Background: an optimization exercise with open tools, aiming at small area and a short achievable clock period. Do not read the settings as production practice. The RTL was checked by simulation tests, not by an equivalence proof against the original design. Power is estimated from default activity; no workload was simulated.

== tundra ==
==> flow/design.v (excerpt) <==
module mult_top(
    input clk,
    input  [15:0] x,
    input  [15:0] y,
    output reg [31:0] p_out
    );
    wire [3:0] kx_d, ky_d;
    wire [6:0] wx_d, wy_d;
    reg  [15:0] X_vec, Y_vec;
    reg  [3:0]  KX_vec, KY_vec;
    reg  [6:0]  WX_vec, WY_vec;
    ELM_log log_x(.x0(x[13:0]), .k(kx_d), .w(wx_d));
    ELM_log log_y(.x0(y[13:0]), .k(ky_d), .w(wy_d));
    wire [31:0] P_vec;
    ELM_back back(.x(X_vec), .y(Y_vec), .kx(KX_vec), .wx(WX_vec), .ky(KY_vec), .wy(WY_vec), .p(P_vec));
    always @(posedge clk)
    begin
        X_vec  <= x;
        Y_vec  <= y;
        KX_vec <= kx_d;
        WX_vec <= wx_d;
        KY_vec <= ky_d;
        WY_vec <= wy_d;
        p_out  <= P_vec;
    end
endmodule
==> flow/config.mk <==
export PLATFORM = sky130hd
export DESIGN_NAME = mult_top
export DESIGN_NICKNAME = mult_top
export VERILOG_FILES = /design/flow/design.v
export SDC_FILE = /design/flow/constraint.sdc
export NUM_CORES = 4
export LEC_CHECK = 0
export ABC_AREA = 1
export CAP_MARGIN = 20
export CORE_MARGIN = 2
export CORE_UTILIZATION = 40
export PLACE_DENSITY = 0.6
export SLEW_MARGIN = 20
==> flow/constraint.sdc <==
create_clock -name core_clock -period 10.0 [get_ports {clk}]
set_input_delay 2.0000 -clock core_clock [delete_from_list [all_inputs] [get_ports {clk}]]
set_output_delay 2.0000 -clock core_clock [all_outputs]
set_load 0.01 [all_outputs]
standard.sh (not shown) runs the stock make flow with config.mk's settings and CLKGATE_MAP_FILE= SYNTH_SCRIPT=/design/flow/synth_recipe.tcl, a recipe that flattens the netlist after the stock synthesis.
==> flow/flow/run.sh <==
#!/bin/bash
# Standard layout with these changes:
# - synthesis leaves the adders as plain gates (no full/half-adder cells) and
#   maps them with flow/abc_map.script (the standard flow's synthesis script otherwise);
# - timing repair aims at a tighter setup slack than the design's settings;
# - the port buffers are plain buf_1 cells rather than delay buffers.
set -euo pipefail
here=$(pwd)
export ADDER_MAP_FILE=
export SETUP_SLACK_MARGIN=6.0
export BUFFER_PORTS_ARGS="-buffer_cell sky130_fd_sc_hd__buf_1"
export FLOW_ABC_SCRIPT=$here/flow/abc_map.script
sed "s#SYNTH_SCRIPT=[^ ]*#SYNTH_SCRIPT=$here/flow/synth_abc.tcl#" standard.sh > standard_abc.sh
bash standard_abc.sh synth > synth_flow.log 2>&1
bash standard.sh > standard_flow.log 2>&1
==> flow/flow/abc_map.script <==
strash
dch
map -B 0.5
topo
stime -c
buffer -c
upsize -c
dnsize -c
==> flow/flow/synth_abc.tcl <==
# The standard flow's synthesis script (synth_recipe.tcl) with one change: the final abc
# mapping runs flow/abc_map.script instead of ORFS's abc script.
proc synth {args} { yosys synth -nofsm -noshare {*}$args }
proc abc {args} {
  set i [lsearch -exact $args -script]
  if { $i >= 0 } { lset args [expr { $i + 1 }] $::env(FLOW_ABC_SCRIPT) }
  yosys abc {*}$args
}
source $::env(SCRIPTS_DIR)/synth.tcl
# left out here: clear keep_hierarchy, flatten, clean up, hide names made inside functions, write 1_2_yosys.v
tundra: flow completed, timing, DRC and antenna clean
Here is what was changed in the inputs of pepper compared with tundra.
Settings: CTS_BUF_LIST now sky130_fd_sc_hd__clkbuf_4 sky130_fd_sc_hd__clkbuf_8, previously not set.
==> flow/flow/run.sh <==
#!/bin/bash
# Standard layout with three changes: no full/half-adder cells in synthesis
# (the adders are left as plain gates for abc), timing repair aimed at a
# tighter setup slack than the design's own settings allow, and the port
# buffers are plain buf_1 cells rather than delay buffers.
set -euo pipefail
export ADDER_MAP_FILE=
export SETUP_SLACK_MARGIN=6.0
export BUFFER_PORTS_ARGS="-buffer_cell sky130_fd_sc_hd__buf_1"
bash standard.sh > standard_flow.log 2>&1
removed: flow/flow/abc_map.script
removed: flow/flow/synth_abc.tcl
[summary]
- Cmp pepper vs tundra: via density per instance lower in pepper
- Compared to tundra, pepper has synthesized netlist cell count 37 higher.
- The run with more routed wire is tundra, not pepper.
- The area of the core region number comes out higher for pepper vs tundra.
- [compare] base=tundra new=pepper: combined global-route utilization of all metal layers went down 0.90 points; hold slack decreased 0.015 ns.
- [compare] base=tundra new=pepper: maximum clock rate up 3.4%, final cell utilization of the core down 2.0 points, vias after detailed routing down 1.2%, minimum setup slack in the final design up 0.12 ns.
- Area growth from synthesis to layout down 3.9 points in pepper wrt tundra
Here is what was changed in the inputs of violet compared with pepper.
--- a/flow/flow/run.sh
+++ b/flow/flow/run.sh
@@ -6,5 +6,4 @@
 set -euo pipefail
 export ADDER_MAP_FILE=
-export SETUP_SLACK_MARGIN=6.0
 export BUFFER_PORTS_ARGS="-buffer_cell sky130_fd_sc_hd__buf_1"
 bash standard.sh > standard_flow.log 2>&1
==> comparison <==
pepper closes out successfully: all stages finished, all timing, DRC and antenna checks passed.
In summary, violet completed successfully, with a layout that passed the timing, design-rule and antenna checks.
Going from pepper to violet, clock power barely changed; final instance area shows a reduction of 26 sq um.
From pepper to violet the numbers moved as follows: utilization shrank by 0.15 points, via count shrank by 0.45%, smallest hold slack held steady.
The number of standard cells in the layout, taps in and fillers out was comparable across pepper and violet.
Inputs modified between violet and nickel:
Settings: CTS_BUF_LIST: sky130_fd_sc_hd__clkbuf_4 sky130_fd_sc_hd__clkbuf_8 -> unset.
==> flow/flow/run.sh <==
#!/bin/bash
# Standard layout with two changes: no full/half-adder cells in synthesis (the
# adders are left as plain gates for abc), and timing repair aimed at a
# tighter setup slack than the design's own settings allow.
set -euo pipefail
export ADDER_MAP_FILE=
export SETUP_SLACK_MARGIN=6.5
bash standard.sh > standard_flow.log 2>&1
Notes after the runs:
[nickel] sequential share of layout area fell 3.2 points relative to violet. Relative to violet, wire length of the first global-routing pass has increased by about 2.3% in nickel. Diff violet and nickel: count of cells along the worst register-to-register path lower in violet. Comparing routed wire length for violet and nickel, the bigger number came from nickel. Note that the cell area recorded for violet amounts to 0.854 times the value seen in nickel. Between nickel and violet, it is nickel whose total power is higher, by about 22%. Between violet and nickel, global-route usage is lower for violet, nickel comes in above that. Summary of nickel over violet: clock tree buffer count of the final layout -1; highest cell delay on the worst timing path now smaller.

* * *

## old
The RTL this note starts from:
==> flow/design.v <==
module ELM_lod(
    input  [13:0] x0,
    output reg [3:0] k
    );
    wire [12:0] a = x0[12:0] ^ {13{x0[13]}};
    integer i;
    always @* begin
        k = 4'd0;
        for (i = 1; i < 13; i = i + 1)
            if (a[i]) k = i;
    end
endmodule
module ELM_add #(parameter N = 18) (
    input  [N-1:0] a,
    input  [N-1:0] b,
    input          cin,
    output [N-1:0] s
    );
    localparam L = 5;    
    wire [N:0] g0 = {a & b, cin};
    wire [N:0] p0 = {a ^ b, 1'b0};
    wire [N:0] g [0:L];
    wire [N:0] p [0:L];
    assign g[0] = g0;
    assign p[0] = p0;
    genvar l, i;
    generate
        for (l = 0; l < L; l = l + 1) begin : lvl
            for (i = 0; i <= N; i = i + 1) begin : bit_
                if ((i >> l) & 1) begin : op
                    localparam integer J = ((i >> l) << l) - 1;
                    assign g[l+1][i] = g[l][i] | (p[l][i] & g[l][J]);
                    assign p[l+1][i] = p[l][i] & p[l][J];
                end else begin : pass
                    assign g[l+1][i] = g[l][i];
                    assign p[l+1][i] = p[l][i];
                end
            end
        end
    endgenerate
    assign s = p0[N:1] ^ g[L][N-1:0];
endmodule
module ELM_back(
    input  [15:0] x,
    input  [15:0] y,
    input  [3:0]  kx,
    input  [3:0]  ky,
    output [31:0] p
    );
    wire [16:0] tx = {x[12:0], {4{x[13]}}} >> kx;
    wire [16:0] ty = {y[12:0], {4{y[13]}}} >> ky;
    wire [3:0]  fx = tx[3:0] ^ {4{x[13]}};
    wire [3:0]  fy = ty[3:0] ^ {4{y[13]}};
    wire s  = x[13] ^ y[13];
    wire nz = (x[13] | (|x[7:0])) & (y[13] | (|y[7:0]));
    wire [4:0] fs = fx + fy;
    wire [4:0] ks = kx + ky;
    wire [5:0] m  = fs[4] ? {1'b1, fs[3:0], 1'b0} : {2'b01, fs[3:0]};
    wire [3:0] d0;
    wire [6:0] d1;
    genvar j, i;
    generate
        for (i = 0; i < 4; i = i + 1) begin : dec0
            assign d0[i] = (ks[1:0] == i);
        end
        for (i = 0; i < 7; i = i + 1) begin : dec1
            if (i < 6) assign d1[i] = nz & (ks[4:2] == i);
            else       assign d1[i] = nz & ks[4] & ks[3];
        end
    endgenerate
    wire [8:0] m1;       
    generate
        for (j = 0; j < 9; j = j + 1) begin : sh0
            wire [3:0] t;
            for (i = 0; i < 4; i = i + 1) begin : b
                if (j - i >= 0 && j - i <= 5)
                    assign t[i] = d0[i] & m[j - i];
                else
                    assign t[i] = 1'b0;
            end
            assign m1[j] = |t;
        end
    endgenerate
    wire [27:0] pabs;    
    assign pabs[27:26] = 2'b00;
    generate
        for (j = 0; j < 26; j = j + 1) begin : sh1
            wire [6:0] t;
            for (i = 0; i < 7; i = i + 1) begin : b
                if (j + 4 - 4*i >= 0 && j + 4 - 4*i <= (i == 6 ? 5 : 8))
                    assign t[i] = d1[i] & m1[j + 4 - 4*i];
                else
                    assign t[i] = 1'b0;
            end
            assign pabs[j] = |t;
        end
    endgenerate
    wire [27:0] A = pabs ^ {28{s & nz}};
    wire x_one = x[14] ^ x[13];
    wire x_two = (x[15] ^ x[14]) & ~x_one;
    wire y_one = y[14] ^ y[13];
    wire y_two = (y[15] ^ y[14]) & ~y_one;
    wire sf1 = x[15] & (x_one | x_two);
    wire sf0 = y[15] & (y_one | y_two);
    wire [16:0] ye = {y[15], y};
    wire [14:0] xe = {x[13], x[13:0]};
    wire [16:0] pp2 = ({17{x_one}} & ye | {17{x_two}} & {ye[15:0], 1'b0}) ^ {17{sf1}};
    wire [14:0] pp1 = ({15{y_one}} & xe | {15{y_two}} & {xe[13:0], 1'b0}) ^ {15{sf0}};
    wire [14:0] z;       
    generate
        for (i = 0; i < 15; i = i + 1) begin : zlo
            if (i == 0) assign z[i] = 1'b1;
            else        assign z[i] = ~|A[i-1:0];
        end
    endgenerate
    assign p[13:0] = A[13:0] ^ ({14{sf0}} & z[13:0]);
    wire cin = sf0 & ~z[14];
    wire [17:0] ha = {{4{A[27]}}, A[27:14]};
    wire [17:0] hb = {pp2[16], pp2};
    wire [17:0] hc = {{3{pp1[14]}}, pp1};
    wire [17:0] cs = ha ^ hb ^ hc;
    wire [17:0] cc = {(ha[16:0] & hb[16:0]) | (ha[16:0] & hc[16:0]) | (hb[16:0] & hc[16:0]), sf1};
    ELM_add #(.N(18)) hi_add(.a(cs), .b(cc), .cin(cin), .s(p[31:14]));
endmodule
module ELM_Mitchw5(
    input  [15:0] x,
    input  [15:0] y,
    output [31:0] p
    );
    wire [3:0] kx, ky;
    ELM_lod  lx(.x0(x[13:0]), .k(kx));
    ELM_lod  ly(.x0(y[13:0]), .k(ky));
    ELM_back b(.x(x), .y(y), .kx(kx), .ky(ky), .p(p));
endmodule
module mult_top(
    input clk,
    input  [15:0] x,
    input  [15:0] y,
    output reg [31:0] p_out
    );
    wire [3:0] kx_d, ky_d;
    reg  [15:0] X_vec, Y_vec;
    reg  [3:0]  KX_vec, KY_vec;
    ELM_lod lod_x(.x0(x[13:0]), .k(kx_d));
    ELM_lod lod_y(.x0(y[13:0]), .k(ky_d));
    wire [31:0] P_vec;
    ELM_back back(.x(X_vec), .y(Y_vec), .kx(KX_vec), .ky(KY_vec), .p(P_vec));
    always @(posedge clk)
    begin
        X_vec  <= x;
        Y_vec  <= y;
        KX_vec <= kx_d;
        KY_vec <= ky_d;
        p_out  <= P_vec;
    end
endmodule
Settings: LEC_CHECK=0, ABC_AREA=1, CAP_MARGIN=20, CORE_MARGIN=2, CORE_UTILIZATION=40, PLACE_DENSITY=0.6, SLEW_MARGIN=20; clock period 10.0 ns.
==> flow/flow/run.sh <==
#!/bin/bash
# Standard layout with two changes: no full/half-adder cells in synthesis (the
# adders are left as plain gates for abc), and timing repair aimed at a
# tighter setup slack than the design's own settings allow.
set -euo pipefail
export ADDER_MAP_FILE=
export SETUP_SLACK_MARGIN=6.0
bash standard.sh > standard_flow.log 2>&1
old | status: complete | timing, DRC, antenna: pass
Changes in new relative to old:
Settings: putting SETUP_SLACK_MARGIN at 5 where nothing was set.
==> flow/run.sh (new file) <==
#!/bin/bash
# synth_recipe.tcl (not shown) runs the flow's synth.tcl, then flattens the netlist and writes it again
# the make line also repeats each setting of config.mk as NAME=value (left out here)
make -C /OpenROAD-flow-scripts/flow DESIGN_CONFIG=/design/flow/config.mk WORK_HOME=/design/flow/orfs CLKGATE_MAP_FILE= SYNTH_SCRIPT=/design/flow/synth_recipe.tcl finish
removed: flow/flow/run.sh
removed: flow/standard.sh
Notes after the runs:
Comparing old and new, sequential share of layout area is higher on new.
Going from old to new, setup fix buffers added after clock tree synthesis now larger, number of rows in the core area now smaller, sum of negative setup slack comparable, synthesized cell count now smaller.
Between new and old, the share of layout cells above drive strength 1 figures differ only marginally.
On highest clock frequency the design can meet, old beats new.
Looking at combinational cell fraction of total power, new sits 8.0 points higher than old does.
old vs new, critical path capture point: p_out[31]$_DFF_P_ vs p_out[30]$_DFF_P_

* * *

job 4615:
RTL: one of the versions met above, not the one the previous note started from.
Size in the first run: about 86 flip-flops, ~65 I/O pins, about 6900 um2 of cells after synthesis.
clock: 10.0 ns
lec_check: 0
abc_area: 1
cap_margin: 20
core_margin: 2
core_utilization: 40
cts_buf_list: sky130_fd_sc_hd__clkbuf_4 sky130_fd_sc_hd__clkbuf_8
place_density: 0.6
slew_margin: 20
==> flow/flow/run.sh <==
#!/bin/bash
# Standard layout with three changes: no full/half-adder cells in synthesis
# (the adders are left as plain gates for abc), timing repair aimed at a
# tighter setup slack than the design's own settings allow, and the port
# buffers are plain buf_1 cells rather than delay buffers.
set -euo pipefail
export ADDER_MAP_FILE=
export SETUP_SLACK_MARGIN=6.4
export BUFFER_PORTS_ARGS="-buffer_cell sky130_fd_sc_hd__buf_1"
bash standard.sh > standard_flow.log 2>&1
In summary, job 4615 completed successfully, with a layout that passed the timing, design-rule and antenna checks.
Setup changes, job 4615 to job 7935
- removing CTS_BUF_LIST (formerly sky130_fd_sc_hd__clkbuf_4 sky130_fd_sc_hd__clkbuf_8)
==> flow/flow/run.sh <==
#!/bin/bash
# Standard layout with these changes:
# - synthesis leaves the adders as plain gates (no full/half-adder cells) and
#   maps them with flow/abc_map.script (the standard flow's synthesis script otherwise);
# - timing repair aims at a tighter setup slack than the design's settings;
# - the port buffers are plain buf_1 cells rather than delay buffers.
set -euo pipefail
here=$(pwd)
export ADDER_MAP_FILE=
export SETUP_SLACK_MARGIN=6.0
export BUFFER_PORTS_ARGS="-buffer_cell sky130_fd_sc_hd__buf_1"
export FLOW_ABC_SCRIPT=$here/flow/abc_map.script
sed "s#SYNTH_SCRIPT=[^ ]*#SYNTH_SCRIPT=$here/flow/synth_abc.tcl#" standard.sh > standard_abc.sh
bash standard_abc.sh synth > synth_flow.log 2>&1
bash standard.sh > standard_flow.log 2>&1
==> flow/flow/abc_map.script (new file) <==
strash
dch
map -a
topo
stime -c
==> flow/flow/synth_abc.tcl (new file) <==
# The standard flow's synthesis script (synth_recipe.tcl) with one change: the final abc
# mapping runs flow/abc_map.script instead of ORFS's abc script.
proc synth {args} { yosys synth -nofsm -noshare {*}$args }
proc abc {args} {
  set i [lsearch -exact $args -script]
  if { $i >= 0 } { lset args [expr { $i + 1 }] $::env(FLOW_ABC_SCRIPT) }
  yosys abc {*}$args
}
source $::env(SCRIPTS_DIR)/synth.tcl
# left out here: clear keep_hierarchy, flatten, clean up, hide names made inside functions, write 1_2_yosys.v
Notes after the runs:
Going from job 4615 to job 7935, total number of vias shrinks by 9.0%. Job 7935 against job 4615: global-route usage picked up an extra 1.6 points, number of buffers outside the clock class in the layout went up by 45%, count of clock-buffer cells in the layout saw an increase.

[port drivers added, routing unchanged]
No port has a modelled driver above. Below, the same layouts with a new extraction and two added sets of constraints. Step 1 assumes that a clkbuf_16 drives the clock port and a buf_2 every other input. Step 2 adds t to the input delays and takes it off the output delays; t is the mean of the earliest and latest rising clock arrival at the registers after step 1. Input paths then give back, and output paths get back, about the clock's delay inside the block. a / b / c = no drivers / after step 1 / after step 2; a / b = the first two.
run	t (ns)	setup slack, ns	hold slack, ns
tundra	0.395	6.224 / 6.238 / 5.843	0.739 / 0.739 / 0.739
pepper	0.419	6.347 / 6.347 / 5.965	0.725 / 0.725 / 0.725
violet	0.417	6.192 / 6.192 / 5.963	0.722 / 0.722 / 0.722
nickel	0.394	6.572 / 6.572 / 6.214	0.747 / 0.747 / 0.747
old	0.394	6.031 / 6.031 / 6.031	0.708 / 0.708 / 0.708
new	0.392	4.642 / 4.642 / 4.642	0.959 / 0.959 / 0.959
job 4615	0.413	6.548 / 6.548 / 6.313	0.734 / 0.734 / 0.734
job 7935	0.390	5.405 / 5.405 / 5.405	0.685 / 0.685 / 0.685
After both steps setup and hold are still met in every run listed. The setup slack of pepper, which loses most, moves by 0.000 ns with the drivers and by -0.382 ns with both steps.
